Background: an optimization exercise with open tools, aiming at small area, a short achievable clock period and few clock cycles per item. Do not read the settings as production practice.
Where RTL was checked, it was by simulation tests only, not by an equivalence proof against the original.
No activity file was given, so power comes from the tool's default toggle rates.

==> module lpc_decoder, before the edit <==
module lpc_decoder(
			input wire ACLK,
			input wire ARESET_N,
			input wire[79:0] TDATA,
			input wire TVALID,
			output wire TREADY,
			input wire EN,
			input wire TUSER,
			input wire TLAST,
			output wire[15:0] OUT_DECODED,
			output wire OUT_VALID,
			input wire OUT_READY,
			output wire OUT_LAST,
			output wire OUT_USER
		);
	integer i, j;
	reg [7:0] rm, cm;
	always @(*) begin
		for (i = 0; i < 8; i = i + 1)
			rm[i] = ^TDATA[8*i +: 8] ^ TDATA[64+i];
		for (j = 0; j < 8; j = j + 1) begin
			cm[j] = TDATA[72+j];
			for (i = 0; i < 8; i = i + 1)
				cm[j] = cm[j] ^ TDATA[8*i+j];
		end
	end
	reg [7:0] y_rm, y_cm;
	reg [7:0] rh, ch;
	always @(*) begin
		for (i = 0; i < 8; i = i + 1) begin
			rh[i] = y_rm[i] & ~|(y_rm >> (i+1));
			ch[i] = y_cm[i] & ~|(y_cm >> (i+1));
		end
	end
	reg        rdy;        
	reg        r_busy;     
	reg [1:0]  k;          
	reg [63:0] r_d;
	reg        r_en, r_user, r_last;
	reg [15:0] o_d;
	reg        o_v, o_user, o_last;
	wire acc    = rdy;                         
	wire o_free = ~o_v | OUT_READY;
	wire mv     = r_busy & o_free;             
	wire byp    = acc & o_free;                
	wire r_busy_n = acc | (mv ? ~&k : r_busy);
	wire [3:0] kh = {4{r_busy}} & {k == 2'd3, k == 2'd2, k == 2'd1, k == 2'd0};
	wire [15:0] beat   = {16{acc}} & TDATA[15:0] | {16{kh[0]}} & r_d[15:0] |
	                     {16{kh[1]}} & r_d[31:16] | {16{kh[2]}} & r_d[47:32] |
	                     {16{kh[3]}} & r_d[63:48];
	wire [1:0]  rh_k   = {2{kh[0]}} & rh[1:0] | {2{kh[1]}} & rh[3:2] |
	                     {2{kh[2]}} & rh[5:4] | {2{kh[3]}} & rh[7:6];
	wire [1:0]  sel    = {2{acc & EN}} & rh[1:0] | {2{r_en}} & rh_k;
	wire [15:0] flip   = {{8{sel[1]}} & ch, {8{sel[0]}} & ch};
	wire [15:0] beat_c = beat ^ flip;           
	always @(posedge ACLK or negedge ARESET_N) begin
		if (~ARESET_N) begin
			r_busy <= 1'b0;
			k      <= 2'd0;
			o_v    <= 1'b0;
		end else begin
			if (acc) begin
				r_busy <= 1'b1;
				k      <= {1'b0, byp};
			end else if (mv) begin
				k <= {k[1] ^ k[0], ~k[0]};
				if (&k)
					r_busy <= 1'b0;
			end
			if (byp | mv)
				o_v <= 1'b1;
			else if (OUT_READY)
				o_v <= 1'b0;
		end
	end
	always @(posedge ACLK)
		rdy <= TVALID & ~acc & ~r_busy_n;
	always @(posedge ACLK) begin
		if (~r_busy_n) begin
			y_rm <= rm;
			y_cm <= cm;
		end
		if (acc) begin
			r_d    <= TDATA[63:0];
			r_en   <= EN;
			r_user <= TUSER;
			r_last <= TLAST;
		end
		if (o_free) begin
			o_d    <= {beat_c[7:0], beat_c[15:8]};
			o_user <= acc ? TUSER : kh[0] & r_user;
			o_last <= kh[3] & r_last;
		end
	end
	assign TREADY      = rdy;
	assign OUT_VALID   = o_v;
	assign OUT_DECODED = o_d;
	assign OUT_USER    = o_user;
	assign OUT_LAST    = o_last;
endmodule
==> flow/config.mk <==
export PLATFORM = sky130hd
export DESIGN_NAME = lpc_decoder
export DESIGN_NICKNAME = lpc_decoder
export VERILOG_FILES = /design/flow/design.v
export SDC_FILE = /design/flow/constraint.sdc
export NUM_CORES = 4
export LEC_CHECK = 0
export CAP_MARGIN = 20
export CORE_MARGIN = 2
export CORE_UTILIZATION = 45
export SETUP_SLACK_MARGIN = 3.0
export SLEW_MARGIN = 20
==> flow/constraint.sdc <==
create_clock -name core_clock -period 5.0 [get_ports {ACLK}]
set_input_delay 1.0000 -clock core_clock [delete_from_list [all_inputs] [get_ports {ACLK}]]
set_output_delay 1.0000 -clock core_clock [all_outputs]
set_load 0.01 [all_outputs]
standard.sh (not shown) runs the stock make flow with config.mk's settings and CLKGATE_MAP_FILE= SYNTH_SCRIPT=/design/flow/synth_recipe.tcl, a recipe that flattens the netlist after the stock synthesis.
==> flow/flow/run.sh <==
#!/bin/bash
# The standard layout (the standard.sh: ORFS synthesis to finish) with three
# changes: port buffers are buf_1 cells instead of the delay cells ORFS picks,
# clock tree synthesis adds no dummy loads, and it may use smaller clock buffers.
# Each make run writes its full output to a log file in this folder.
set -euo pipefail
here=$(pwd)
CTS="-sink_clustering_enable -repair_clock_nets -dont_use_dummy_load"
bash standard.sh \
  BUFFER_PORTS_ARGS="-buffer_cell sky130_fd_sc_hd__buf_1" \
  CTS_ARGS="$CTS" \
  finish > "$here/standard_make.log" 2>&1
Next try:
--- a/flow/design.v
+++ b/flow/design.v
@@ -83,13 +83,13 @@
 		if (acc) begin
 			r_d    <= TDATA[63:0];
 			r_en   <= EN;
 			r_user <= TUSER;
 			r_last <= TLAST;
 		end
-		if (o_free) begin
+		if (byp | mv) begin
 			o_d    <= {beat_c[7:0], beat_c[15:8]};
 			o_user <= acc ? TUSER : kh[0] & r_user;
 			o_last <= kh[3] & r_last;
 		end
 	end
 	assign TREADY      = rdy;
Outcome: Clock-buffer cell count is unchanged; worst setup slack is better by 0.017 ns; power decreases by 1.4%; utilization decreases by 0.63 points; sequential share of layout area increases by 0.54 points; non-clock buffer count decreases by 6; fmax increases by 0.82%; final area decreases by 1.1%; sequential power barely changes.
No functional check of the RTL was part of any run of this note.

========
## main
Another version of the RTL of lpc_decoder (not shown whole).
Size in the first run: roughly 420 cells after synthesis, about 110 flip-flops, about 110 I/O pins, roughly 0.0055 mm^2 of cells after synthesis.
==> module lpc_decoder, before the edit <==
module lpc_decoder(
			input wire ACLK,
			input wire ARESET_N,
			input wire[79:0] TDATA,
			input wire TVALID,
			output wire TREADY,
			input wire EN,
			input wire TUSER,
			input wire TLAST,
			output wire[15:0] OUT_DECODED,
			output wire OUT_VALID,
			input wire OUT_READY,
			output wire OUT_LAST,
			output wire OUT_USER
		);
	integer i, j;
	reg [7:0] rm, cm;
	always @(*) begin
		for (i = 0; i < 8; i = i + 1)
			rm[i] = ^TDATA[8*i +: 8] ^ TDATA[64+i];
		for (j = 0; j < 8; j = j + 1) begin
			cm[j] = TDATA[72+j];
			for (i = 0; i < 8; i = i + 1)
				cm[j] = cm[j] ^ TDATA[8*i+j];
		end
	end
	reg [7:0] y_rm, y_cm;
	always @(posedge ACLK) begin
		y_rm <= rm;
		y_cm <= cm;
	end
	reg [7:0] rh, ch;
	reg [2:0] rn, cn;
	always @(*) begin
		for (i = 0; i < 8; i = i + 1) begin
			rh[i] = y_rm[i] & ~|(y_rm >> (i+1));
			ch[i] = y_cm[i] & ~|(y_cm >> (i+1));
		end
		rn = {|rh[7:4], |{rh[7:6], rh[3:2]}, |{rh[7], rh[5], rh[3], rh[1]}};
		cn = {|ch[7:4], |{ch[7:6], ch[3:2]}, |{ch[7], ch[5], ch[3], ch[1]}};
	end
	reg        rdy;        
	reg        r_busy;     
	reg [1:0]  k;          
	reg [63:0] r_d;
	reg        r_user, r_last;
	reg        f_v;        
	reg [2:0]  f_row, f_col;    
	reg [15:0] o_d;
	reg        o_v, o_user, o_last;
	wire acc    = rdy;                         
	wire o_free = ~o_v | OUT_READY;
	wire mv     = r_busy & o_free;             
	wire byp    = acc & o_free;                
	wire r_busy_n = acc | (mv ? ~&k : r_busy);
	wire [3:0] kh = {4{r_busy}} & {k == 2'd3, k == 2'd2, k == 2'd1, k == 2'd0};
	wire [15:0] beat   = {16{acc}} & TDATA[15:0] | {16{kh[0]}} & r_d[15:0] |
	                     {16{kh[1]}} & r_d[31:16] | {16{kh[2]}} & r_d[47:32] |
	                     {16{kh[3]}} & r_d[63:48];
	reg  [15:0] flip_y, flip_f, flip;
	always @(*) begin
		for (j = 0; j < 8; j = j + 1) begin
			flip_y[j]   = EN & rh[0] & ch[j];
			flip_y[8+j] = EN & rh[1] & ch[j];
			flip_f[j]   = f_v & (f_row == {k, 1'b0}) & (f_col == j);
			flip_f[8+j] = f_v & (f_row == {k, 1'b1}) & (f_col == j);
		end
		flip = acc ? flip_y : flip_f;
	end
	wire [15:0] beat_c = beat ^ flip;           
	always @(posedge ACLK or negedge ARESET_N) begin
		if (~ARESET_N) begin
			r_busy <= 1'b0;
			k      <= 2'd0;
			o_v    <= 1'b0;
		end else begin
			if (acc) begin
				r_busy <= 1'b1;
				k      <= {1'b0, byp};
			end else if (mv) begin
				k <= {k[1] ^ k[0], ~k[0]};
				if (&k)
					r_busy <= 1'b0;
			end
			if (byp | mv)
				o_v <= 1'b1;
			else if (OUT_READY)
				o_v <= 1'b0;
		end
	end
	always @(posedge ACLK)
		rdy <= TVALID & ~acc & ~r_busy_n;
	always @(posedge ACLK) begin
		if (acc) begin
			r_d    <= TDATA[63:0];
			r_user <= TUSER;
			r_last <= TLAST;
			f_v    <= EN & |y_rm & |y_cm;
			f_row  <= rn;
			f_col  <= cn;
		end
		if (o_free) begin
			o_d    <= {beat_c[7:0], beat_c[15:8]};
			o_user <= acc ? TUSER : kh[0] & r_user;
			o_last <= kh[3] & r_last;
		end
	end
	assign TREADY      = rdy;
	assign OUT_VALID   = o_v;
	assign OUT_DECODED = o_d;
	assign OUT_USER    = o_user;
	assign OUT_LAST    = o_last;
endmodule
export LEC_CHECK = 0
export CAP_MARGIN = 20
export CORE_MARGIN = 2
export CORE_UTILIZATION = 50
export SETUP_SLACK_MARGIN = 3.0
export SLEW_MARGIN = 20
create_clock -name core_clock -period 5.0 [get_ports {ACLK}]
Scripts as last shown in full above: flow/flow/run.sh
Testbench counts of main, summed over its fixed seeds: cycles 12,816, items 3,200.
For the feature branch, these inputs were changed with respect to main:
--- a/flow/design.v
+++ b/flow/design.v
@@ -98,9 +98,9 @@
 			f_v    <= EN & |y_rm & |y_cm;
 			f_row  <= rn;
 			f_col  <= cn;
 		end
-		if (o_free) begin
+		if (byp | mv) begin
 			o_d    <= {beat_c[7:0], beat_c[15:8]};
 			o_user <= acc ? TUSER : kh[0] & r_user;
 			o_last <= kh[3] & r_last;
 		end
### Flow results
The feature branch | status: complete | timing, DRC, antenna: pass. The feature branch against main: cell area after placement closely matched the old numbers, wire length after detailed routing decreased by 2.0% relative to the old numbers. Looking at internal power summed over all cells, the feature branch sits about 0.36% lower than main does. Count of clock-buffer cells in the layout essentially unchanged between main and the feature branch. Number of buffer cells added on primary ports came out exactly the same in main and the feature branch. Summary — post-route fraction of the period consumed by the critical path, the feature branch relative to main: higher, by 0.24 points. Re detailed-routed wire length on met2: main was higher than the feature branch. Higher proportion of power drawn by combinational gates goes to main over the feature branch. The switching component of the power in the feature branch sits about 0.6% below the value recorded for main. Die area essentially unchanged between main and the feature branch. Going from main to the feature branch, met1 usage down 1.3 points, setup TNS after final layout held. The feature branch gives less average cell area after synthesis than main did. Looking at least setup slack across all paths after layout across main and the feature branch, the one that comes out lower is the feature branch.
Testbench counts of the feature branch, summed over its fixed seeds: cycles 12,816, items 3,200.

## static timing again, ports no longer ideal
How much do the figures lean on ideal ports? The routed layouts below were timed once more, with nothing changed but the port constraints.
Step 1, drivers: a clkbuf_16 drives ACLK and a buf_2 each remaining input, both assumed.
Step 2 also shifts input and output timing later by t, the mid clock arrival at the registers, as if the neighbouring blocks saw the same clock.
a / b / c = no drivers / after step 1 / after step 2; a / b = the first two.
run	shift t [ns]	setup WS [ns]	worst hold slack (ns)
the first run of note 1	0.370	2.890 / 2.890 / 2.663	0.484 / 0.468 / 0.586
the second run of note 1	0.374	2.908 / 2.908 / 2.664	0.506 / 0.490 / 0.576
main	0.394	3.082 / 3.047 / 2.742	0.426 / 0.415 / 0.598
the feature branch	0.394	3.070 / 3.036 / 2.846	0.462 / 0.454 / 0.583
After both steps setup and hold are still met in every run listed. For main, which loses most, drivers alone change the setup slack by -0.035 ns; drivers and shift together by -0.340 ns.
